Source: an optimization exercise on an open RTL-to-GDS flow (aim: small area, a short achievable clock period and few clock cycles per item). Production flows keep margins and buffers that such runs may drop.
Function was not checked in any run shown here: the RTL went through the layout flow alone.
Power is estimated from default activity; no workload was simulated.

<file path="flow/design.v">
module CompMul(
	input [31:0] Multiplicand_input,
	input [31:0] Multiplier_input,
	input run,
	input rst,
	input clk,
	output ready,
	output [63:0] Product_output
	);
	reg [31:0] M;         
	reg [31:0] PL;        
	reg [32:0] S;         
	reg [32:0] C;         
	reg [9:0] LC;        
	reg CF;               
	reg [4:0] ONE, TWO, NEG;    
	reg LAST;             
	reg T31;              
	reg iter, fin, done;
	reg [1:0] cnt;
	wire idle = ~(iter | fin | done);
	assign ready = done;
	assign Product_output = {S[31:0], PL};
	wire [11:0] lo_sum2 = {1'b0, PL[31:22], 1'b1} + {1'b0, LC, CF};
	wire [10:0] lo_sum = lo_sum2[11:1];
	wire lo_cout = lo_sum[10];
	wire [42:0] fin_sum2 = {S[31:0], PL[31:22], 1'b1} + {C[31:0], LC, CF};
	wire [31:0] hi_sum = fin_sum2[42:11];
	wire [9:0] fin_lo = fin_sum2[10:1];
	wire [33:0] r0 = {~NEG[0], {33{NEG[0]}} ^ (({33{ONE[0]}} & {1'b0, M}) | ({33{TWO[0]}} & {M, 1'b0}))};
	wire [33:0] r1 = {~NEG[1], {33{NEG[1]}} ^ (({33{ONE[1]}} & {1'b0, M}) | ({33{TWO[1]}} & {M, 1'b0}))};
	wire [33:0] r2 = {~NEG[2], {33{NEG[2]}} ^ (({33{ONE[2]}} & {1'b0, M}) | ({33{TWO[2]}} & {M, 1'b0}))};
	wire [33:0] r3 = {~NEG[3], {33{NEG[3]}} ^ (({33{ONE[3]}} & {1'b0, M}) | ({33{TWO[3]}} & {M, 1'b0}))};
	wire [33:0] r4 = {~NEG[4], {33{NEG[4]}} ^ (({33{ONE[4]}} & {1'b0, M}) | ({33{TWO[4]}} & {M, 1'b0}))};
	wire [31:0] lr = M & {32{T31}};
	wire hs0, hc0;
	HA u_hs0 (.a(C[6]), .b(S[6]), .s(hs0), .co(hc0));
	wire hs1, hc1;
	HA u_hs1 (.a(C[7]), .b(S[7]), .s(hs1), .co(hc1));
	wire fs0, fc0;
	FA u_fs0 (.a(C[8]), .b(S[8]), .c(NEG[4]), .s(fs0), .co(fc0));
	wire hs2, hc2;
	HA u_hs2 (.a(r0[8]), .b(r1[6]), .s(hs2), .co(hc2));
	wire fs1, fc1;
	FA u_fs1 (.a(C[9]), .b(S[9]), .c(r0[9]), .s(fs1), .co(fc1));
	wire hs3, hc3;
	HA u_hs3 (.a(r1[7]), .b(r2[5]), .s(hs3), .co(hc3));
	wire fs2, fc2;
	FA u_fs2 (.a(C[10]), .b(S[10]), .c(lr[0]), .s(fs2), .co(fc2));
	wire fs3, fc3;
	FA u_fs3 (.a(r0[10]), .b(r1[8]), .c(r2[6]), .s(fs3), .co(fc3));
	wire fs4, fc4;
	FA u_fs4 (.a(C[11]), .b(S[11]), .c(lr[1]), .s(fs4), .co(fc4));
	wire fs5, fc5;
	FA u_fs5 (.a(r0[11]), .b(r1[9]), .c(r2[7]), .s(fs5), .co(fc5));
	wire fs6, fc6;
	FA u_fs6 (.a(C[12]), .b(S[12]), .c(lr[2]), .s(fs6), .co(fc6));
	wire fs7, fc7;
	FA u_fs7 (.a(r0[12]), .b(r1[10]), .c(r2[8]), .s(fs7), .co(fc7));
	wire fs8, fc8;
	FA u_fs8 (.a(C[13]), .b(LAST), .c(S[13]), .s(fs8), .co(fc8));
	wire fs9, fc9;
	FA u_fs9 (.a(lr[3]), .b(r0[13]), .c(r1[11]), .s(fs9), .co(fc9));
	wire hs4, hc4;
	HA u_hs4 (.a(r2[9]), .b(r3[7]), .s(hs4), .co(hc4));
	wire fs10, fc10;
	FA u_fs10 (.a(C[14]), .b(LAST), .c(S[14]), .s(fs10), .co(fc10));
	wire fs11, fc11;
	FA u_fs11 (.a(lr[4]), .b(r0[14]), .c(r1[12]), .s(fs11), .co(fc11));
	wire fs12, fc12;
	FA u_fs12 (.a(r2[10]), .b(r3[8]), .c(r4[6]), .s(fs12), .co(fc12));
	wire fs13, fc13;
	FA u_fs13 (.a(C[15]), .b(S[15]), .c(lr[5]), .s(fs13), .co(fc13));
	wire fs14, fc14;
	FA u_fs14 (.a(r0[15]), .b(r1[13]), .c(r2[11]), .s(fs14), .co(fc14));
	wire hs5, hc5;
	HA u_hs5 (.a(r3[9]), .b(r4[7]), .s(hs5), .co(hc5));
	wire fs15, fc15;
	FA u_fs15 (.a(C[16]), .b(LAST), .c(S[16]), .s(fs15), .co(fc15));
	wire fs16, fc16;
	FA u_fs16 (.a(lr[6]), .b(r0[16]), .c(r1[14]), .s(fs16), .co(fc16));
	wire fs17, fc17;
	FA u_fs17 (.a(r2[12]), .b(r3[10]), .c(r4[8]), .s(fs17), .co(fc17));
	wire fs18, fc18;
	FA u_fs18 (.a(C[17]), .b(S[17]), .c(lr[7]), .s(fs18), .co(fc18));
	wire fs19, fc19;
	FA u_fs19 (.a(r0[17]), .b(r1[15]), .c(r2[13]), .s(fs19), .co(fc19));
	wire hs6, hc6;
	HA u_hs6 (.a(r3[11]), .b(r4[9]), .s(hs6), .co(hc6));
	wire fs20, fc20;
	FA u_fs20 (.a(C[18]), .b(LAST), .c(S[18]), .s(fs20), .co(fc20));
	wire fs21, fc21;
	FA u_fs21 (.a(lr[8]), .b(r0[18]), .c(r1[16]), .s(fs21), .co(fc21));
	wire fs22, fc22;
	FA u_fs22 (.a(r2[14]), .b(r3[12]), .c(r4[10]), .s(fs22), .co(fc22));
	wire fs23, fc23;
	FA u_fs23 (.a(C[19]), .b(S[19]), .c(lr[9]), .s(fs23), .co(fc23));
	wire fs24, fc24;
	FA u_fs24 (.a(r0[19]), .b(r1[17]), .c(r2[15]), .s(fs24), .co(fc24));
	wire hs7, hc7;
	HA u_hs7 (.a(r3[13]), .b(r4[11]), .s(hs7), .co(hc7));
	wire fs25, fc25;
	FA u_fs25 (.a(C[20]), .b(LAST), .c(S[20]), .s(fs25), .co(fc25));
	wire fs26, fc26;
	FA u_fs26 (.a(lr[10]), .b(r0[20]), .c(r1[18]), .s(fs26), .co(fc26));
	wire fs27, fc27;
	FA u_fs27 (.a(r2[16]), .b(r3[14]), .c(r4[12]), .s(fs27), .co(fc27));
	wire fs28, fc28;
	FA u_fs28 (.a(C[21]), .b(S[21]), .c(lr[11]), .s(fs28), .co(fc28));
	wire fs29, fc29;
	FA u_fs29 (.a(r0[21]), .b(r1[19]), .c(r2[17]), .s(fs29), .co(fc29));
	wire hs8, hc8;
	HA u_hs8 (.a(r3[15]), .b(r4[13]), .s(hs8), .co(hc8));
	wire fs30, fc30;
	FA u_fs30 (.a(C[22]), .b(LAST), .c(S[22]), .s(fs30), .co(fc30));
	wire fs31, fc31;
	FA u_fs31 (.a(lr[12]), .b(r0[22]), .c(r1[20]), .s(fs31), .co(fc31));
	wire fs32, fc32;
	FA u_fs32 (.a(r2[18]), .b(r3[16]), .c(r4[14]), .s(fs32), .co(fc32));
	wire fs33, fc33;
	FA u_fs33 (.a(C[23]), .b(S[23]), .c(lr[13]), .s(fs33), .co(fc33));
	wire fs34, fc34;
	FA u_fs34 (.a(r0[23]), .b(r1[21]), .c(r2[19]), .s(fs34), .co(fc34));
	wire hs9, hc9;
	HA u_hs9 (.a(r3[17]), .b(r4[15]), .s(hs9), .co(hc9));
	wire fs35, fc35;
	FA u_fs35 (.a(C[24]), .b(LAST), .c(S[24]), .s(fs35), .co(fc35));
	wire fs36, fc36;
	FA u_fs36 (.a(lr[14]), .b(r0[24]), .c(r1[22]), .s(fs36), .co(fc36));
	wire fs37, fc37;
	FA u_fs37 (.a(r2[20]), .b(r3[18]), .c(r4[16]), .s(fs37), .co(fc37));
	wire fs38, fc38;
	FA u_fs38 (.a(C[25]), .b(S[25]), .c(lr[15]), .s(fs38), .co(fc38));
	wire fs39, fc39;
	FA u_fs39 (.a(r0[25]), .b(r1[23]), .c(r2[21]), .s(fs39), .co(fc39));
	wire hs10, hc10;
	HA u_hs10 (.a(r3[19]), .b(r4[17]), .s(hs10), .co(hc10));
	wire fs40, fc40;
	FA u_fs40 (.a(C[26]), .b(LAST), .c(S[26]), .s(fs40), .co(fc40));
	wire fs41, fc41;
	FA u_fs41 (.a(lr[16]), .b(r0[26]), .c(r1[24]), .s(fs41), .co(fc41));
	wire fs42, fc42;
	FA u_fs42 (.a(r2[22]), .b(r3[20]), .c(r4[18]), .s(fs42), .co(fc42));
	wire fs43, fc43;
	FA u_fs43 (.a(C[27]), .b(S[27]), .c(lr[17]), .s(fs43), .co(fc43));
	wire fs44, fc44;
	FA u_fs44 (.a(r0[27]), .b(r1[25]), .c(r2[23]), .s(fs44), .co(fc44));
	wire hs11, hc11;
	HA u_hs11 (.a(r3[21]), .b(r4[19]), .s(hs11), .co(hc11));
	wire fs45, fc45;
	FA u_fs45 (.a(C[28]), .b(LAST), .c(S[28]), .s(fs45), .co(fc45));
	wire fs46, fc46;
	FA u_fs46 (.a(lr[18]), .b(r0[28]), .c(r1[26]), .s(fs46), .co(fc46));
	wire fs47, fc47;
	FA u_fs47 (.a(r2[24]), .b(r3[22]), .c(r4[20]), .s(fs47), .co(fc47));
	wire fs48, fc48;
	FA u_fs48 (.a(C[29]), .b(S[29]), .c(lr[19]), .s(fs48), .co(fc48));
	wire fs49, fc49;
	FA u_fs49 (.a(r0[29]), .b(r1[27]), .c(r2[25]), .s(fs49), .co(fc49));
	wire hs12, hc12;
	HA u_hs12 (.a(r3[23]), .b(r4[21]), .s(hs12), .co(hc12));
	wire fs50, fc50;
	FA u_fs50 (.a(C[30]), .b(LAST), .c(S[30]), .s(fs50), .co(fc50));
	wire fs51, fc51;
	FA u_fs51 (.a(lr[20]), .b(r0[30]), .c(r1[28]), .s(fs51), .co(fc51));
	wire fs52, fc52;
	FA u_fs52 (.a(r2[26]), .b(r3[24]), .c(r4[22]), .s(fs52), .co(fc52));
	wire fs53, fc53;
	FA u_fs53 (.a(C[31]), .b(S[31]), .c(lr[21]), .s(fs53), .co(fc53));
	wire fs54, fc54;
	FA u_fs54 (.a(r0[31]), .b(r1[29]), .c(r2[27]), .s(fs54), .co(fc54));
	wire hs13, hc13;
	HA u_hs13 (.a(r3[25]), .b(r4[23]), .s(hs13), .co(hc13));
	wire fs55, fc55;
	FA u_fs55 (.a(C[32]), .b(LAST), .c(S[32]), .s(fs55), .co(fc55));
	wire fs56, fc56;
	FA u_fs56 (.a(lr[22]), .b(r0[32]), .c(r1[30]), .s(fs56), .co(fc56));
	wire fs57, fc57;
	FA u_fs57 (.a(r2[28]), .b(r3[26]), .c(r4[24]), .s(fs57), .co(fc57));
	wire fs58, fc58;
	FA u_fs58 (.a(lr[23]), .b(r0[33]), .c(r1[31]), .s(fs58), .co(fc58));
	wire hs14, hc14;
	HA u_hs14 (.a(r2[29]), .b(r3[27]), .s(hs14), .co(hc14));
	wire fs59, fc59;
	FA u_fs59 (.a(LAST), .b(lr[24]), .c(r1[32]), .s(fs59), .co(fc59));
	wire hs15, hc15;
	HA u_hs15 (.a(C[2]), .b(S[2]), .s(hs15), .co(hc15));
	wire hs16, hc16;
	HA u_hs16 (.a(C[3]), .b(S[3]), .s(hs16), .co(hc16));
	wire fs60, fc60;
	FA u_fs60 (.a(C[4]), .b(S[4]), .c(NEG[2]), .s(fs60), .co(fc60));
	wire hs17, hc17;
	HA u_hs17 (.a(r0[4]), .b(r1[2]), .s(hs17), .co(hc17));
	wire fs61, fc61;
	FA u_fs61 (.a(C[5]), .b(S[5]), .c(r0[5]), .s(fs61), .co(fc61));
	wire hs18, hc18;
	HA u_hs18 (.a(r1[3]), .b(r2[1]), .s(hs18), .co(hc18));
	wire fs62, fc62;
	FA u_fs62 (.a(NEG[3]), .b(hs0), .c(r0[6]), .s(fs62), .co(fc62));
	wire fs63, fc63;
	FA u_fs63 (.a(r1[4]), .b(r2[2]), .c(r3[0]), .s(fs63), .co(fc63));
	wire fs64, fc64;
	FA u_fs64 (.a(hc0), .b(hs1), .c(r0[7]), .s(fs64), .co(fc64));
	wire fs65, fc65;
	FA u_fs65 (.a(r1[5]), .b(r2[3]), .c(r3[1]), .s(fs65), .co(fc65));
	wire fs66, fc66;
	FA u_fs66 (.a(hc1), .b(r2[4]), .c(r3[2]), .s(fs66), .co(fc66));
	wire fs67, fc67;
	FA u_fs67 (.a(r4[0]), .b(fs0), .c(hs2), .s(fs67), .co(fc67));
	wire fs68, fc68;
	FA u_fs68 (.a(r3[3]), .b(r4[1]), .c(fc0), .s(fs68), .co(fc68));
	wire fs69, fc69;
	FA u_fs69 (.a(hc2), .b(hs3), .c(fs1), .s(fs69), .co(fc69));
	wire fs70, fc70;
	FA u_fs70 (.a(r3[4]), .b(r4[2]), .c(fs2), .s(fs70), .co(fc70));
	wire fs71, fc71;
	FA u_fs71 (.a(hc3), .b(fc1), .c(fs3), .s(fs71), .co(fc71));
	wire fs72, fc72;
	FA u_fs72 (.a(r3[5]), .b(r4[3]), .c(fc2), .s(fs72), .co(fc72));
	wire fs73, fc73;
	FA u_fs73 (.a(fs4), .b(fc3), .c(fs5), .s(fs73), .co(fc73));
	wire fs74, fc74;
	FA u_fs74 (.a(r3[6]), .b(r4[4]), .c(fc4), .s(fs74), .co(fc74));
	wire fs75, fc75;
	FA u_fs75 (.a(fs6), .b(fc5), .c(fs7), .s(fs75), .co(fc75));
	wire fs76, fc76;
	FA u_fs76 (.a(fs8), .b(r4[5]), .c(fc6), .s(fs76), .co(fc76));
	wire fs77, fc77;
	FA u_fs77 (.a(hs4), .b(fc7), .c(fs9), .s(fs77), .co(fc77));
	wire fs78, fc78;
	FA u_fs78 (.a(fc8), .b(fs10), .c(hc4), .s(fs78), .co(fc78));
	wire fs79, fc79;
	FA u_fs79 (.a(fc9), .b(fs11), .c(fs12), .s(fs79), .co(fc79));
	wire fs80, fc80;
	FA u_fs80 (.a(fc10), .b(fs13), .c(hs5), .s(fs80), .co(fc80));
	wire fs81, fc81;
	FA u_fs81 (.a(fc11), .b(fc12), .c(fs14), .s(fs81), .co(fc81));
	wire fs82, fc82;
	FA u_fs82 (.a(fs15), .b(fc13), .c(hc5), .s(fs82), .co(fc82));
	wire fs83, fc83;
	FA u_fs83 (.a(fc14), .b(fs16), .c(fs17), .s(fs83), .co(fc83));
	wire fs84, fc84;
	FA u_fs84 (.a(fc15), .b(fs18), .c(hs6), .s(fs84), .co(fc84));
	wire fs85, fc85;
	FA u_fs85 (.a(fc16), .b(fc17), .c(fs19), .s(fs85), .co(fc85));
	wire fs86, fc86;
	FA u_fs86 (.a(fs20), .b(fc18), .c(hc6), .s(fs86), .co(fc86));
	wire fs87, fc87;
	FA u_fs87 (.a(fc19), .b(fs21), .c(fs22), .s(fs87), .co(fc87));
	wire fs88, fc88;
	FA u_fs88 (.a(fc20), .b(fs23), .c(hs7), .s(fs88), .co(fc88));
	wire fs89, fc89;
	FA u_fs89 (.a(fc21), .b(fc22), .c(fs24), .s(fs89), .co(fc89));
	wire fs90, fc90;
	FA u_fs90 (.a(fs25), .b(fc23), .c(hc7), .s(fs90), .co(fc90));
	wire fs91, fc91;
	FA u_fs91 (.a(fc24), .b(fs26), .c(fs27), .s(fs91), .co(fc91));
	wire fs92, fc92;
	FA u_fs92 (.a(fc25), .b(fs28), .c(hs8), .s(fs92), .co(fc92));
	wire fs93, fc93;
	FA u_fs93 (.a(fc26), .b(fc27), .c(fs29), .s(fs93), .co(fc93));
	wire fs94, fc94;
	FA u_fs94 (.a(fs30), .b(fc28), .c(hc8), .s(fs94), .co(fc94));
	wire fs95, fc95;
	FA u_fs95 (.a(fc29), .b(fs31), .c(fs32), .s(fs95), .co(fc95));
	wire fs96, fc96;
	FA u_fs96 (.a(fc30), .b(fs33), .c(hs9), .s(fs96), .co(fc96));
	wire fs97, fc97;
	FA u_fs97 (.a(fc31), .b(fc32), .c(fs34), .s(fs97), .co(fc97));
	wire fs98, fc98;
	FA u_fs98 (.a(fs35), .b(fc33), .c(hc9), .s(fs98), .co(fc98));
	wire fs99, fc99;
	FA u_fs99 (.a(fc34), .b(fs36), .c(fs37), .s(fs99), .co(fc99));
	wire fs100, fc100;
	FA u_fs100 (.a(fc35), .b(fs38), .c(hs10), .s(fs100), .co(fc100));
	wire fs101, fc101;
	FA u_fs101 (.a(fc36), .b(fc37), .c(fs39), .s(fs101), .co(fc101));
	wire fs102, fc102;
	FA u_fs102 (.a(fs40), .b(fc38), .c(hc10), .s(fs102), .co(fc102));
	wire fs103, fc103;
	FA u_fs103 (.a(fc39), .b(fs41), .c(fs42), .s(fs103), .co(fc103));
	wire fs104, fc104;
	FA u_fs104 (.a(fc40), .b(fs43), .c(hs11), .s(fs104), .co(fc104));
	wire fs105, fc105;
	FA u_fs105 (.a(fc41), .b(fc42), .c(fs44), .s(fs105), .co(fc105));
	wire fs106, fc106;
	FA u_fs106 (.a(fs45), .b(fc43), .c(hc11), .s(fs106), .co(fc106));
	wire fs107, fc107;
	FA u_fs107 (.a(fc44), .b(fs46), .c(fs47), .s(fs107), .co(fc107));
	wire fs108, fc108;
	FA u_fs108 (.a(fc45), .b(fs48), .c(hs12), .s(fs108), .co(fc108));
	wire fs109, fc109;
	FA u_fs109 (.a(fc46), .b(fc47), .c(fs49), .s(fs109), .co(fc109));
	wire fs110, fc110;
	FA u_fs110 (.a(fs50), .b(fc48), .c(hc12), .s(fs110), .co(fc110));
	wire fs111, fc111;
	FA u_fs111 (.a(fc49), .b(fs51), .c(fs52), .s(fs111), .co(fc111));
	wire fs112, fc112;
	FA u_fs112 (.a(fc50), .b(fs53), .c(hs13), .s(fs112), .co(fc112));
	wire fs113, fc113;
	FA u_fs113 (.a(fc51), .b(fc52), .c(fs54), .s(fs113), .co(fc113));
	wire fs114, fc114;
	FA u_fs114 (.a(fs55), .b(fc53), .c(hc13), .s(fs114), .co(fc114));
	wire fs115, fc115;
	FA u_fs115 (.a(fc54), .b(fs56), .c(fs57), .s(fs115), .co(fc115));
	wire fs116, fc116;
	FA u_fs116 (.a(fc55), .b(r4[25]), .c(hs14), .s(fs116), .co(fc116));
	wire fs117, fc117;
	FA u_fs117 (.a(fc56), .b(fc57), .c(fs58), .s(fs117), .co(fc117));
	wire fs118, fc118;
	FA u_fs118 (.a(r2[30]), .b(r3[28]), .c(r4[26]), .s(fs118), .co(fc118));
	wire fs119, fc119;
	FA u_fs119 (.a(hc14), .b(fc58), .c(fs59), .s(fs119), .co(fc119));
	wire fs120, fc120;
	FA u_fs120 (.a(lr[25]), .b(r1[33]), .c(r2[31]), .s(fs120), .co(fc120));
	wire fs121, fc121;
	FA u_fs121 (.a(r3[29]), .b(r4[27]), .c(fc59), .s(fs121), .co(fc121));
	wire fs122, fc122;
	FA u_fs122 (.a(LAST), .b(lr[26]), .c(r2[32]), .s(fs122), .co(fc122));
	wire hs19, hc19;
	HA u_hs19 (.a(r3[30]), .b(r4[28]), .s(hs19), .co(hc19));
	wire fs123, fc123;
	FA u_fs123 (.a(lr[27]), .b(r2[33]), .c(r3[31]), .s(fs123), .co(fc123));
	wire hs20, hc20;
	HA u_hs20 (.a(LAST), .b(lr[28]), .s(hs20), .co(hc20));
	wire hs21, hc21;
	HA u_hs21 (.a(C[0]), .b(S[0]), .s(hs21), .co(hc21));
	wire hs22, hc22;
	HA u_hs22 (.a(C[1]), .b(S[1]), .s(hs22), .co(hc22));
	wire fs124, fc124;
	FA u_fs124 (.a(NEG[1]), .b(hs15), .c(r0[2]), .s(fs124), .co(fc124));
	wire fs125, fc125;
	FA u_fs125 (.a(hc15), .b(hs16), .c(r0[3]), .s(fs125), .co(fc125));
	wire fs126, fc126;
	FA u_fs126 (.a(hc16), .b(r2[0]), .c(fs60), .s(fs126), .co(fc126));
	wire fs127, fc127;
	FA u_fs127 (.a(fc60), .b(hc17), .c(hs18), .s(fs127), .co(fc127));
	wire fs128, fc128;
	FA u_fs128 (.a(hc18), .b(fc61), .c(fs62), .s(fs128), .co(fc128));
	wire fs129, fc129;
	FA u_fs129 (.a(fc62), .b(fc63), .c(fs64), .s(fs129), .co(fc129));
	wire fs130, fc130;
	FA u_fs130 (.a(fc64), .b(fc65), .c(fs66), .s(fs130), .co(fc130));
	wire fs131, fc131;
	FA u_fs131 (.a(fc66), .b(fs68), .c(fc67), .s(fs131), .co(fc131));
	wire fs132, fc132;
	FA u_fs132 (.a(fc68), .b(fs70), .c(fc69), .s(fs132), .co(fc132));
	wire fs133, fc133;
	FA u_fs133 (.a(fc70), .b(fs72), .c(fc71), .s(fs133), .co(fc133));
	wire fs134, fc134;
	FA u_fs134 (.a(fc72), .b(fs74), .c(fc73), .s(fs134), .co(fc134));
	wire fs135, fc135;
	FA u_fs135 (.a(fc74), .b(fs76), .c(fc75), .s(fs135), .co(fc135));
	wire fs136, fc136;
	FA u_fs136 (.a(fc76), .b(fs78), .c(fc77), .s(fs136), .co(fc136));
	wire fs137, fc137;
	FA u_fs137 (.a(fc78), .b(fs80), .c(fc79), .s(fs137), .co(fc137));
	wire fs138, fc138;
	FA u_fs138 (.a(fc80), .b(fs82), .c(fc81), .s(fs138), .co(fc138));
	wire fs139, fc139;
	FA u_fs139 (.a(fc82), .b(fs84), .c(fc83), .s(fs139), .co(fc139));
	wire fs140, fc140;
	FA u_fs140 (.a(fc84), .b(fs86), .c(fc85), .s(fs140), .co(fc140));
	wire fs141, fc141;
	FA u_fs141 (.a(fc86), .b(fs88), .c(fc87), .s(fs141), .co(fc141));
	wire fs142, fc142;
	FA u_fs142 (.a(fc88), .b(fs90), .c(fc89), .s(fs142), .co(fc142));
	wire fs143, fc143;
	FA u_fs143 (.a(fc90), .b(fs92), .c(fc91), .s(fs143), .co(fc143));
	wire fs144, fc144;
	FA u_fs144 (.a(fc92), .b(fs94), .c(fc93), .s(fs144), .co(fc144));
	wire fs145, fc145;
	FA u_fs145 (.a(fc94), .b(fs96), .c(fc95), .s(fs145), .co(fc145));
	wire fs146, fc146;
	FA u_fs146 (.a(fc96), .b(fs98), .c(fc97), .s(fs146), .co(fc146));
	wire fs147, fc147;
	FA u_fs147 (.a(fc98), .b(fs100), .c(fc99), .s(fs147), .co(fc147));
	wire fs148, fc148;
	FA u_fs148 (.a(fc100), .b(fs102), .c(fc101), .s(fs148), .co(fc148));
	wire fs149, fc149;
	FA u_fs149 (.a(fc102), .b(fs104), .c(fc103), .s(fs149), .co(fc149));
	wire fs150, fc150;
	FA u_fs150 (.a(fc104), .b(fs106), .c(fc105), .s(fs150), .co(fc150));
	wire fs151, fc151;
	FA u_fs151 (.a(fc106), .b(fs108), .c(fc107), .s(fs151), .co(fc151));
	wire fs152, fc152;
	FA u_fs152 (.a(fc108), .b(fs110), .c(fc109), .s(fs152), .co(fc152));
	wire fs153, fc153;
	FA u_fs153 (.a(fc110), .b(fs112), .c(fc111), .s(fs153), .co(fc153));
	wire fs154, fc154;
	FA u_fs154 (.a(fc112), .b(fs114), .c(fc113), .s(fs154), .co(fc154));
	wire fs155, fc155;
	FA u_fs155 (.a(fc114), .b(fs116), .c(fc115), .s(fs155), .co(fc155));
	wire fs156, fc156;
	FA u_fs156 (.a(fs118), .b(fc116), .c(fc117), .s(fs156), .co(fc156));
	wire fs157, fc157;
	FA u_fs157 (.a(fc118), .b(fs120), .c(fc119), .s(fs157), .co(fc157));
	wire fs158, fc158;
	FA u_fs158 (.a(hs19), .b(fc120), .c(fs122), .s(fs158), .co(fc158));
	wire fs159, fc159;
	FA u_fs159 (.a(r4[29]), .b(hc19), .c(fc122), .s(fs159), .co(fc159));
	wire fs160, fc160;
	FA u_fs160 (.a(r3[32]), .b(r4[30]), .c(hs20), .s(fs160), .co(fc160));
	wire fs161, fc161;
	FA u_fs161 (.a(lr[29]), .b(r3[33]), .c(r4[31]), .s(fs161), .co(fc161));
	wire hs23, hc23;
	HA u_hs23 (.a(LAST), .b(lr[30]), .s(hs23), .co(hc23));
	wire hs24, hc24;
	HA u_hs24 (.a(NEG[0]), .b(hs21), .s(hs24), .co(hc24));
	wire fs162, fc162;
	FA u_fs162 (.a(hc21), .b(hs22), .c(r0[1]), .s(fs162), .co(fc162));
	wire fs163, fc163;
	FA u_fs163 (.a(hc22), .b(r1[0]), .c(fs124), .s(fs163), .co(fc163));
	wire fs164, fc164;
	FA u_fs164 (.a(r1[1]), .b(fc124), .c(fs125), .s(fs164), .co(fc164));
	wire fs165, fc165;
	FA u_fs165 (.a(hs17), .b(fc125), .c(fs126), .s(fs165), .co(fc165));
	wire fs166, fc166;
	FA u_fs166 (.a(fs61), .b(fc126), .c(fs127), .s(fs166), .co(fc166));
	wire fs167, fc167;
	FA u_fs167 (.a(fs63), .b(fc127), .c(fs128), .s(fs167), .co(fc167));
	wire fs168, fc168;
	FA u_fs168 (.a(fs65), .b(fc128), .c(fs129), .s(fs168), .co(fc168));
	wire fs169, fc169;
	FA u_fs169 (.a(fs67), .b(fc129), .c(fs130), .s(fs169), .co(fc169));
	wire fs170, fc170;
	FA u_fs170 (.a(fc130), .b(fs69), .c(fs131), .s(fs170), .co(fc170));
	wire fs171, fc171;
	FA u_fs171 (.a(fs71), .b(fc131), .c(fs132), .s(fs171), .co(fc171));
	wire fs172, fc172;
	FA u_fs172 (.a(fs73), .b(fc132), .c(fs133), .s(fs172), .co(fc172));
	wire fs173, fc173;
	FA u_fs173 (.a(fs75), .b(fc133), .c(fs134), .s(fs173), .co(fc173));
	wire fs174, fc174;
	FA u_fs174 (.a(fs77), .b(fc134), .c(fs135), .s(fs174), .co(fc174));
	wire fs175, fc175;
	FA u_fs175 (.a(fs79), .b(fc135), .c(fs136), .s(fs175), .co(fc175));
	wire fs176, fc176;
	FA u_fs176 (.a(fs81), .b(fc136), .c(fs137), .s(fs176), .co(fc176));
	wire fs177, fc177;
	FA u_fs177 (.a(fs83), .b(fc137), .c(fs138), .s(fs177), .co(fc177));
	wire fs178, fc178;
	FA u_fs178 (.a(fs85), .b(fc138), .c(fs139), .s(fs178), .co(fc178));
	wire fs179, fc179;
	FA u_fs179 (.a(fs87), .b(fc139), .c(fs140), .s(fs179), .co(fc179));
	wire fs180, fc180;
	FA u_fs180 (.a(fs89), .b(fc140), .c(fs141), .s(fs180), .co(fc180));
	wire fs181, fc181;
	FA u_fs181 (.a(fs91), .b(fc141), .c(fs142), .s(fs181), .co(fc181));
	wire fs182, fc182;
	FA u_fs182 (.a(fs93), .b(fc142), .c(fs143), .s(fs182), .co(fc182));
	wire fs183, fc183;
	FA u_fs183 (.a(fs95), .b(fc143), .c(fs144), .s(fs183), .co(fc183));
	wire fs184, fc184;
	FA u_fs184 (.a(fs97), .b(fc144), .c(fs145), .s(fs184), .co(fc184));
	wire fs185, fc185;
	FA u_fs185 (.a(fs99), .b(fc145), .c(fs146), .s(fs185), .co(fc185));
	wire fs186, fc186;
	FA u_fs186 (.a(fs101), .b(fc146), .c(fs147), .s(fs186), .co(fc186));
	wire fs187, fc187;
	FA u_fs187 (.a(fs103), .b(fc147), .c(fs148), .s(fs187), .co(fc187));
	wire fs188, fc188;
	FA u_fs188 (.a(fs105), .b(fc148), .c(fs149), .s(fs188), .co(fc188));
	wire fs189, fc189;
	FA u_fs189 (.a(fs107), .b(fc149), .c(fs150), .s(fs189), .co(fc189));
	wire fs190, fc190;
	FA u_fs190 (.a(fs109), .b(fc150), .c(fs151), .s(fs190), .co(fc190));
	wire fs191, fc191;
	FA u_fs191 (.a(fs111), .b(fc151), .c(fs152), .s(fs191), .co(fc191));
	wire fs192, fc192;
	FA u_fs192 (.a(fs113), .b(fc152), .c(fs153), .s(fs192), .co(fc192));
	wire fs193, fc193;
	FA u_fs193 (.a(fs115), .b(fc153), .c(fs154), .s(fs193), .co(fc193));
	wire fs194, fc194;
	FA u_fs194 (.a(fs117), .b(fc154), .c(fs155), .s(fs194), .co(fc194));
	wire fs195, fc195;
	FA u_fs195 (.a(fs119), .b(fc155), .c(fs156), .s(fs195), .co(fc195));
	wire fs196, fc196;
	FA u_fs196 (.a(fs121), .b(fc156), .c(fs157), .s(fs196), .co(fc196));
	wire fs197, fc197;
	FA u_fs197 (.a(fc121), .b(fs158), .c(fc157), .s(fs197), .co(fc197));
	wire fs198, fc198;
	FA u_fs198 (.a(fs123), .b(fc158), .c(fs159), .s(fs198), .co(fc198));
	wire fs199, fc199;
	FA u_fs199 (.a(fc123), .b(fs160), .c(fc159), .s(fs199), .co(fc199));
	wire fs200, fc200;
	FA u_fs200 (.a(hc20), .b(fs161), .c(fc160), .s(fs200), .co(fc200));
	wire fs201, fc201;
	FA u_fs201 (.a(r4[32]), .b(hs23), .c(fc161), .s(fs201), .co(fc201));
	wire fs202, fc202;
	FA u_fs202 (.a(lr[31]), .b(r4[33]), .c(hc23), .s(fs202), .co(fc202));
	wire [42:0] TS = {fc202, fc201, fc200, fc199, fc198, fc197, fc196, fc195, fc194, fc193, fc192, fc191, fc190, fc189, fc188, fc187, fc186, fc185, fc184, fc183, fc182, fc181, fc180, fc179, fc178, fc177, fc176, fc175, fc174, fc173, fc172, fc171, fc170, fc169, fc168, fc167, fc166, fc165, fc164, fc163, fc162, hc24, hs24};
	wire [42:0] TC = {1'b0, fs202, fs201, fs200, fs199, fs198, fs197, fs196, fs195, fs194, fs193, fs192, fs191, fs190, fs189, fs188, fs187, fs186, fs185, fs184, fs183, fs182, fs181, fs180, fs179, fs178, fs177, fs176, fs175, fs174, fs173, fs172, fs171, fs170, fs169, fs168, fs167, fs166, fs165, fs164, fs163, fs162, r0[0]};
	wire [2:0] dn0 = idle ? {Multiplier_input[3], Multiplier_input[2], 1'b0} : {PL[11], PL[10], PL[9]};
	wire [2:0] dn1 = idle ? {Multiplier_input[5], Multiplier_input[4], Multiplier_input[3]} : {PL[13], PL[12], PL[11]};
	wire [2:0] dn2 = idle ? {Multiplier_input[7], Multiplier_input[6], Multiplier_input[5]} : {PL[15], PL[14], PL[13]};
	wire [2:0] dn3 = idle ? {Multiplier_input[9], Multiplier_input[8], Multiplier_input[7]} : {PL[17], PL[16], PL[15]};
	wire [2:0] dn4 = idle ? {Multiplier_input[11], Multiplier_input[10], Multiplier_input[9]} : {PL[19], PL[18], PL[17]};
	always @(posedge clk or posedge rst) begin
		if (rst) begin
			iter <= 1'b0;
			fin <= 1'b0;
			done <= 1'b0;
			cnt <= 2'd0;
		end else begin
			if (idle) begin
				if (run) iter <= 1'b1;
				cnt <= 2'd0;
			end else if (iter) begin
				cnt <= cnt + 2'd1;
				if (cnt == 2'd2) begin
					iter <= 1'b0;
					fin <= 1'b1;
				end
			end else if (fin) begin
				fin <= 1'b0;
				done <= 1'b1;
			end
		end
	end
	always @(posedge clk) begin
		M <= Multiplicand_input;
		ONE <= {dn4[1] ^ dn4[0], dn3[1] ^ dn3[0], dn2[1] ^ dn2[0], dn1[1] ^ dn1[0], dn0[1] ^ dn0[0]};
		TWO <= {(dn4[2] & ~dn4[1] & ~dn4[0]) | (~dn4[2] & dn4[1] & dn4[0]), (dn3[2] & ~dn3[1] & ~dn3[0]) | (~dn3[2] & dn3[1] & dn3[0]), (dn2[2] & ~dn2[1] & ~dn2[0]) | (~dn2[2] & dn2[1] & dn2[0]), (dn1[2] & ~dn1[1] & ~dn1[0]) | (~dn1[2] & dn1[1] & dn1[0]), (dn0[2] & ~dn0[1] & ~dn0[0]) | (~dn0[2] & dn0[1] & dn0[0])};
		NEG <= {dn4[2] & ~(dn4[1] & dn4[0]), dn3[2] & ~(dn3[1] & dn3[0]), dn2[2] & ~(dn2[1] & dn2[0]), dn1[2] & ~(dn1[1] & dn1[0]), dn0[2] & ~(dn0[1] & dn0[0])};
		LAST <= iter & (cnt == 2'd1);
		T31 <= iter & (cnt == 2'd1) & PL[19];
		if (iter) begin
			S <= TS[42:10];
			C <= TC[42:10];
			LC <= TC[9:0];
			CF <= lo_cout;
			PL <= {TS[9:0], lo_sum[9:0], PL[21:10]};
		end else if (idle) begin
			S <= {3'b000, Multiplicand_input[31:2] & {30{Multiplier_input[0]}}};
			C <= {2'b00, Multiplicand_input[31:1] & {31{Multiplier_input[1]}}};
			LC <= {Multiplicand_input[0] & Multiplier_input[1], 9'd0};
			CF <= 1'b0;
			PL <= {Multiplicand_input[1] & Multiplier_input[0], Multiplicand_input[0] & Multiplier_input[0], Multiplier_input[31:2]};
		end else begin
			S <= {1'b0, hi_sum};
			C <= 33'd0;
			LC <= 10'd0;
			CF <= 1'b0;
			PL[31:22] <= fin_lo;
		end
	end
endmodule
module FA(input a, input b, input c, output s, output co);
	assign s = a ^ b ^ c;
	assign co = (a & b) | (a & c) | (b & c);
endmodule
module HA(input a, input b, output s, output co);
	assign s = a ^ b;
	assign co = a & b;
endmodule
</file>
<file path="flow/flow/run.sh">
#!/bin/bash
# Own layout flow: the standard layout (standard.sh), with two changes:
#  - the port buffers that buffer_ports inserts are of the cell named in flow/knobs
#    (PORT_BUF) instead of the default pick;
#  - repair_timing aims for the setup margin named in flow/knobs (SETUP_MARGIN).
# Each make run writes its full output to a log file in this folder; ORFS's own
# per-step logs stay under orfs/logs/.
set -euo pipefail
source flow/knobs
bash standard.sh \
  "BUFFER_PORTS_ARGS=-buffer_cell $PORT_BUF" \
  "SETUP_SLACK_MARGIN=$SETUP_MARGIN" \
  finish > make_finish.log 2>&1
</file>
<file path="flow/flow/knobs">
PORT_BUF=sky130_fd_sc_hd__buf_1
SETUP_MARGIN=7.0
</file>
<file path="flow/standard.sh">
#!/bin/bash
# synth_recipe.tcl (not shown) runs the flow's synth.tcl, then flattens the netlist and writes it again
# the make line also repeats each setting of config.mk as NAME=value (left out here)
make -C /OpenROAD-flow-scripts/flow DESIGN_CONFIG=/design/flow/config.mk WORK_HOME=/design/flow/orfs CLKGATE_MAP_FILE= SYNTH_SCRIPT=/design/flow/synth_recipe.tcl "${@:-finish}"
</file>
<file path="flow/config.mk">
export PLATFORM = sky130hd
export DESIGN_NAME = CompMul
export DESIGN_NICKNAME = CompMul
export VERILOG_FILES = /design/flow/design.v
export SDC_FILE = /design/flow/constraint.sdc
export NUM_CORES = 4
export LEC_CHECK = 0
export CAP_MARGIN = 20
export CORE_MARGIN = 2
export CORE_UTILIZATION = 40
export CTS_BUF_LIST = sky130_fd_sc_hd__clkbuf_16
export CTS_CLUSTER_DIAMETER = 300
export CTS_CLUSTER_SIZE = 40
export SLEW_MARGIN = 20
export SYNTH_HIERARCHICAL = 1
export SYNTH_MINIMUM_KEEP_SIZE = 0
</file>
<file path="flow/constraint.sdc">
create_clock -name core_clock -period 10.0 [get_ports {clk}]
set_input_delay 2.0000 -clock core_clock [delete_from_list [all_inputs] [get_ports {clk}]]
set_output_delay 2.0000 -clock core_clock [all_outputs]
set_load 0.01 [all_outputs]
</file>
==> results of run 1 <==
-- Yosys stat by module (local to each module, per instance) --
module	flops+latches	copies in the design	cells inside	cell area, um2
CompMul	162	1	1251	11200
FA	0	203	1	20.0
HA	0	25	1	12.5
-- per-stage QoR --
stage	std cells	area, um2	setup WS [ns]	power, mW	hold slack, ns
3_5_place_dp	1989	16100	6.29	2.12	0.495
6_report	2098	19500	6.83	3.01	0.518
3_3_place_gp	1989	16100	6.26	2.11	0.491
2_1_floorplan	1479	15600	6.98	1.76	0.475
4_1_cts	2071	18200	6.87	2.90	0.528
5_1_grt	2098	19500	6.78	3.20	0.555
-- layout make-up --
type,instances,area [um2]
well taps,518,648
inverters,28,105
flip-flops and latches,162,3740
multi-input cells,1130,12500
repair buffers,227,1910
diodes,1,2.50
clock buffers,17,425
fillers,3383,19000
clock inverters,15,156
-- worst max-delay path, stage by stage, from the launching register on --
cell     delay, ns
dfxtp_4       0.45
buf_12        0.17
a22oi_2       0.09
xnor2_1       0.26
fa_2          0.52
fa_2          0.37
fa_1          0.51
fa_2          0.44
a22o_1        0.25
-- worst max-delay path by stage --
stage	end
after floorplan	C[11]$_DFF_P_
after global placement	S[29]$_DFF_P_
after detailed placement	S[29]$_DFF_P_
after CTS	S[22]$_DFF_P_
after global routing	S[14]$_DFF_P_
final	C[8]$_DFF_P_
-- cell families after synthesis --
family	synth area share [%]
flip-flops	22.4
XOR/XNOR	11.4
multiplexers	2.91
AND/OR/NAND/NOR	6.46
AO/OA/AOI/OAI	18.9
buffers and inverters	5.71
adder cells (fa/ha/maj)	32.2
other	0.0241
-- routing by layer --
layer | up-vias | GRT usage (%) | share of wire [%]
met1 | 6557 | 36.3 | 39
met4 | 0 | 12.4 | 5.1
met5 | - | 0 | 0
met2 | 758 | 44.3 | 47
met3 | 172 | 4.91 | 9.1
li1 | 5376 | - | -
-- placed cells by master, fill, tap and decap left out, types with 9 or more instances in the layout --
cell / count
a22o_1: 32
nor2_1: 27
buf_12: 21
buf_1: 74
ha_1: 63
dfxtp_1: 52
o21ai_0: 47
nand3_1: 18
edfxtp_1: 22
mux2_2: 25
a21oi_1: 42
xnor2_2: 52
inv_1: 26
buf_4: 60
fa_2: 68
a22oi_2: 108
and3_1: 9
buf_16: 9
clkbuf_16: 21
buf_2: 31
clkbuf_2: 20
fa_1: 136
nand2_1: 58
xnor2_1: 135
dfxtp_4: 56
and2_1: 44
a21o_1: 29
dfxtp_2: 27
a22oi_1: 69
mux2i_1: 16
xor2_1: 14
-- state kept, by name, indices dropped and copies added, names as in the netlist, 2 cells and up --
| name | cells |
|---|---|
| LC | 10 |
| cnt | 2 |
| NEG | 5 |
| ONE | 5 |
| S | 33 |
| PL | 32 |
| C | 32 |
| TWO | 5 |
| M | 32 |
-- repair_timing --
action	CTS	global route
hold buffers	0	0
setup endpoints to repair	115	100
gates resized for setup	303	226
buffers inserted	38	21
pin swaps	85	113
cloned	12	4
-- power by group through the flow --
| stage | combinational (mW) | sequential, mW | clock, mW |
|---|---|---|---|
| after global placement | 1.17 | 0.934 | 0 |
| final | 1.37 | 0.947 | 0.697 |
| after CTS | 1.27 | 0.938 | 0.694 |
| after global routing | 1.51 | 0.956 | 0.727 |
| after floorplan | 0.923 | 0.840 | 0 |
| after detailed placement | 1.19 | 0.936 | 0 |
==> metrics.yaml, run 1 <==
run_status:
  status: "timing/DRC/antenna clean"
placed_design:
  numPortBuffers: 131
  dp_hpwl_mm: 37.3
  gp_congestion: 0.873
critical_path:
  cp-startpoint: "ONE[1]$_DFF_P_"
  r2r_cells: 8
  worst_ep_required_time_ns: 10.34
  cp.arrival_ns: 3.51
  end_kind: "register"
  crit_type: "register to register"
  rr_startpoint: "ONE[1]$_DFF_P_"
  r2r_slack_ns: 6.83
  rr_endpoint: "C[8]$_DFF_P_"
  critPathMaxFanout: 8
  cp-start-kind: "register"
power:
  p_switching_mw: 1.24
  seqPwrFrac_pct: 31.4
  p_comb_share_pct: 45.4
  pwr-share-clk_pct: 23.1
  power_density_mw_per_mm2: 155
  vdd.ir_drop.worst_uv: 101
  leakage_nw: 7.60
  p_int_mw: 1.78
  swShare_pct: 41.1
synthesis:
  synth_area_mm2: 0.0155
  synth_nets: 1823
  synth_cell_types: 72
  ys_seq_area_share_pct: 22.4
  ys.flop_type: "dfxtp_1"
  ys_top_cells_by_count: "fa_1 (204), xnor2_1 (187), a22oi_1 (177)"
  synth_top_area_cell: "fa_1"
  syn_avg_cell_area_um2: 10.5
  ys_top_cells_by_area: "fa_1 (26%), dfxtp_1 (17%), xnor2_1 (11%), a22oi_1 (8.5%), ha_1 (5.9%)"
  ys_async_sr_fraction_pct: 3.09
  synth_edf_count: 22
  yosysMostFrequentCell: "fa_1"
  yosysTopAreaCellShare_pct: 26.3
  ys_ff_latch: 162
  ys_warn_count: 7
  syn-instance-count: 1479
global_routing:
  grt_use_total_pct: 27.5
  grt_start_max_net_pins: 86
  antenna_found_initial: 1
  overflow: 0
  grt_pass1_vias: 13000
  grt_pass1_wl_mm: 83.6
detailed_routing:
  drc: 0
  postRouteAntennaNets: 0
  vias: 12900
  viasPerCell: 6.13
  dr.first_iter.drc_count: 1471
  wire_per_inst_um: 27.3
  drt_pass1_iterations: 7
  wl_mm: 57.4
sta:
  min_period_ns: 3.17
  slew_violations: 0
  tightest_slew_ns: 1.09
  slew_headroom_pct: 26.9
  fin_skew_ns: 0.0161
  finalCritPeriodShare_pct: 31.7
  rsz0062_at_grt: "true"
  finalSetupViolCount: 0
  finalHoldViolCount: 0
  final.setup.tns_ns: 0
  max_freq_mhz: 315
clock_tree:
  cts_tree: "yes"
  cts_made_buffers: 17
  cts.htree.levels: 4
  cts_sinks: 162
  cts_root_buf: "clkbuf_16"
  clk_pin_slew_worst_paths_ns: 0.07
  clk-insertion-delay-late_ns: 0.46
  clockBufferDepth: 2
die:
  core_region_area_mm2: 0.0385
  fp.dieW_um: 201
  row_count: 72
  start_util_pct: 40.4
  io-pin-count: 132
  die_area_mm2: 0.0405
  dieHeight_um: 201
min_path:
  whs_endpoint: "cnt[0]$_DFFE_PP0P_"
  min_from: "cnt[0]$_DFFE_PP0P_"
  min_delay_path_depth: 1
  hp-class: "register to register"
flow_run:
  maxCapViolCount: 0
final_layout:
  drive_above_1_share_pct: 36.2
  area_growth_pct: 25.4
  utilization_pct: 50.7
  nets: 1910
==> run 2, diff against run 1 <==
==> flow/flow/knobs (replaced) <==
PORT_BUF=sky130_fd_sc_hd__buf_1
SETUP_MARGIN=6.7
==> run 2 against run 1 <==
Effect of this change: critical endpoint is now S[13]$_DFF_P_; first-iteration DRC count shrank 14%; critical path depth shrank 3; die area is the same; flip-flop and latch count is the same; still clean; critical path type is now primary input to register; clock power shrank 2%; combinational power shrank 12%; largest power group unchanged.
==> metrics.yaml, run 2 <==
run_status:
  status: "timing/DRC/antenna clean"
synthesis:
  synth_edf_count: 22  # unchanged
  synth_area_mm2: 0.0155  # unchanged
  ys_seq_area_share_pct: 22.4  # unchanged
  yosysMostFrequentCell: "fa_1"
  synth_top_area_cell: "fa_1"
  syn-instance-count: 1479  # unchanged
  ys.flop_type: "dfxtp_1"
  synth_nets: 1823  # unchanged
  syn_avg_cell_area_um2: 10.5  # unchanged
  ys_ff_latch: 162  # unchanged
  synth_cell_types: 72  # unchanged
  ys_top_cells_by_count: "fa_1 (204), xnor2_1 (187), a22oi_1 (177)"
  ys_top_cells_by_area: "fa_1 (26%), dfxtp_1 (17%), xnor2_1 (11%), a22oi_1 (8.5%), ha_1 (5.9%)"
  ys_warn_count: 7  # unchanged
  yosysTopAreaCellShare_pct: 26.3  # unchanged
  ys_async_sr_fraction_pct: 3.09  # unchanged
critical_path:
  r2r_slack_ns: 6.77  # -0.06 ns
  cp-start-kind: "primary input"
  critPathMaxFanout: 14  # +6
  rr_endpoint: "S[30]$_DFF_P_"
  cp.arrival_ns: 3.70  # +0.19 ns
  r2r_cells: 10  # +2
  worst_ep_required_time_ns: 10.38  # +0.04 ns
  crit_type: "primary input to register"
  end_kind: "register"
  rr_startpoint: "PL[30]$_DFF_P_"
sta:
  finalHoldViolCount: 0  # unchanged
  slew_violations: 0  # unchanged
  finalCritPeriodShare_pct: 33.1  # +1.4 points
  final.setup.tns_ns: 0  # unchanged
  rsz0062_at_grt: "true"
  max_freq_mhz: 302  # -4.2%
  timing.hold.ws_ns: 0.507  # -0.0109 ns
  fin_skew_ns: 0.0190  # +0.00295 ns
  slew_headroom_pct: 41.8  # +15 points
  finalSetupViolCount: 0  # unchanged
  tightest_slew_ns: 0.867  # -0.228 ns
  min_period_ns: 3.31  # +0.139 ns
detailed_routing:
  wire_per_inst_um: 25.8  # -5.6%
  vias: 12200  # -4.9%
  postRouteAntennaNets: 0  # unchanged
  drc: 0  # unchanged
  drt_pass1_iterations: 6  # -1
  dr.first_iter.drc_count: 1269  # -14%
  viasPerCell: 6.01  # -2.0%
  wl_mm: 52.6  # -8.4%
clock_tree:
  clk-insertion-delay-late_ns: 0.46  # about the same
  cts_made_buffers: 17  # unchanged
  clockBufferDepth: 2  # unchanged
  cts_tree: "yes"
  ctsHoldBuffers: 0  # unchanged
  clk_pin_slew_worst_paths_ns: 0.07  # about the same
  cts.htree.levels: 4  # unchanged
  cts_root_buf: "clkbuf_16"
  cts_sinks: 162  # unchanged
global_routing:
  grt_pass1_vias: 12400  # -4.3%
  antenna_found_initial: 0  # -1
  grt_start_max_net_pins: 73  # -15%
  grt_use_total_pct: 25.7  # -1.8 points
  overflow: 0  # unchanged
  grt_pass1_wl_mm: 78.3  # -6.2%
placed_design:
  dp_hpwl_mm: 37.7  # +1.1%
  numPortBuffers: 131  # unchanged
  gp_congestion: 0.918  # +5.2%
final_layout:
  area_growth_pct: 10.4
  nets: 1850  # -3.1%
  largest_register_ffs: 33  # unchanged
  drive_above_1_share_pct: 10.7  # -25 points
  n_antenna_cell: 0  # -1
  most-common-layout-cells: "fa_1 (204), xnor2_1 (187), a22oi_1 (169)"
  mostFrequentLayoutCell: "fa_1"
  largest-register: "S"
die:
  dieHeight_um: 201  # unchanged
  core_region_area_mm2: 0.0385  # unchanged
  io-pin-count: 132  # unchanged
  row_count: 72  # unchanged
  start_util_pct: 40.4  # unchanged
  die_area_mm2: 0.0405  # unchanged
  fp.dieW_um: 201  # unchanged
power:
  power_density_mw_per_mm2: 163  # +5.4%
  leakage_nw: 6.73  # -11%
  vdd.ir_drop.worst_uv: 97.8  # -3.1%
min_path:
  min_delay_path_depth: 1  # unchanged
  min_from: "done$_DFFE_PP0P_"
  hp-class: "register to register"
  whs_endpoint: "done$_DFFE_PP0P_"
flow_run:
  maxCapViolCount: 0  # unchanged
[run 2: cell types whose count changed in the layout (fill, tap and decap cells not counted), sizes merged, moves of 2 or more]
cell / previous run / this run
inv: 33 / 35
clkbuf: 41 / 24
buf: 200 / 160
bufbuf: 3 / 0
clkinvlp: 6 / 1
clkinv: 2 / 7
bufinv: 2 / 0
[run 2: layer usage]
layer,global-route usage [%],vias up,routed length [um]
met5,0,-,0
met1,35.2,6311,22200
met4,9.07,0,1910
met2,41.7,579,24800
met3,3.50,102,3690
li1,-,5247,-
[run 2: how the worst max path moves through the flow]
stage / start / endpoint / depth (start not counted)
floorplan: NEG[0]$_DFF_P_ / C[11]$_DFF_P_ / 8
global placement: Multiplier_input[0] / S[13]$_DFF_P_ / 5
detailed placement: Multiplier_input[0] / S[13]$_DFF_P_ / 5
CTS: ONE[0]$_DFF_P_ / S[20]$_DFF_P_ / 9
global route: S[0]$_DFF_P_ / S[19]$_DFF_P_ / 11
finish: Multiplier_input[0] / S[13]$_DFF_P_ / 5
[run 2: kinds of logic (layout without fill, tap and decap cells)]
kind of cell,after synthesis,in the layout,synth area share [%]
AO/OA/AOI/OAI,409,409,18.9
XOR/XNOR,202,202,11.4
adder cells (fa/ha/maj),277,277,32.2
buffers and inverters,187,227,5.71
flip-flops,162,162,22.4
multiplexers,42,42,2.91
other,1,1,0.0241
AND/OR/NAND/NOR,199,199,6.46
[run 2: cell type report]
cell class	count	area [um2]
well taps	518	648
multi-input cells	1130	11200
repair buffers	167	1020
clock buffers	17	425
fillers	3642	21300
clock inverters	15	163
flip-flops and latches	162	3550
inverters	28	105
[run 2: report_power, final]
| group | switching (mW) | internal (mW) | leakage (nW) | total, mW |
|---|---|---|---|---|
| clock network | 0.344 | 0.336 | 0.288 | 0.680 |
| logic | 0.690 | 0.508 | 5.07 | 1.20 |
| registers | 0.167 | 0.751 | 1.37 | 0.918 |
| total | 1.20 | 1.60 | 6.73 | 2.80 |
[run 2: worst max-delay path: stages]
cell	delay (ns)
buf_1	0.55
and3_2	0.53
buf_4	0.32
a221oi_1	0.13
a21oi_1	0.14
[run 2: per-module statistics from Yosys (local to each module, per instance)]
module | copies in the design | flip-flops and latches | cells inside
HA | 25 | 0 | 1
FA | 203 | 0 | 1
CompMul | 1 | 162 | 1251
[run 2: what timing repair did]
action,4_1_cts,5_1_grt
setup endpoints to repair,58,53
gates cloned,0,5
pin swaps,2,10
resized for setup,35,52
buffers inserted,4,6
[run 2: per-stage QoR]
step	utilization [%]	setup slack, ns	std cells	area (um2)	power (mW)
6_report	44.6	6.69	2037	17200	2.80
5_1_grt	44.6	6.67	2037	17200	2.98
4_1_cts	43.8	6.66	2026	16800	2.80
3_5_place_dp	41.8	6.16	1990	16100	2.13
3_3_place_gp	41.8	6.24	1990	16100	2.11
2_1_floorplan	-	6.70	1479	15600	1.76

-- re-timing with driven ports --
Ports are ideal in the flow. The routed layouts listed here were re-timed in OpenROAD. Step 1 assumes that a clkbuf_16 drives the clock port and a buf_2 every other input. Step 2, shift: input delay + t, output delay - t, t = (earliest + latest rising clock arrival at the registers) / 2. This alone moves slack from input paths to output paths. Slacks: no drivers / after step 1 / after step 2; pairs: no drivers / after step 1.
run | t (ns) | slack for setup (ns) | worst setup path after step 2
run 1 | 0.504 | 6.827 / 6.827 / 6.553 | input to register
run 2 | 0.499 | 6.688 / 6.711 / 6.212 | input to register
After both steps setup and hold are still met in every run listed. The setup slack of run 2, which loses most, moves by +0.023 ns with the drivers and by -0.476 ns with both steps.
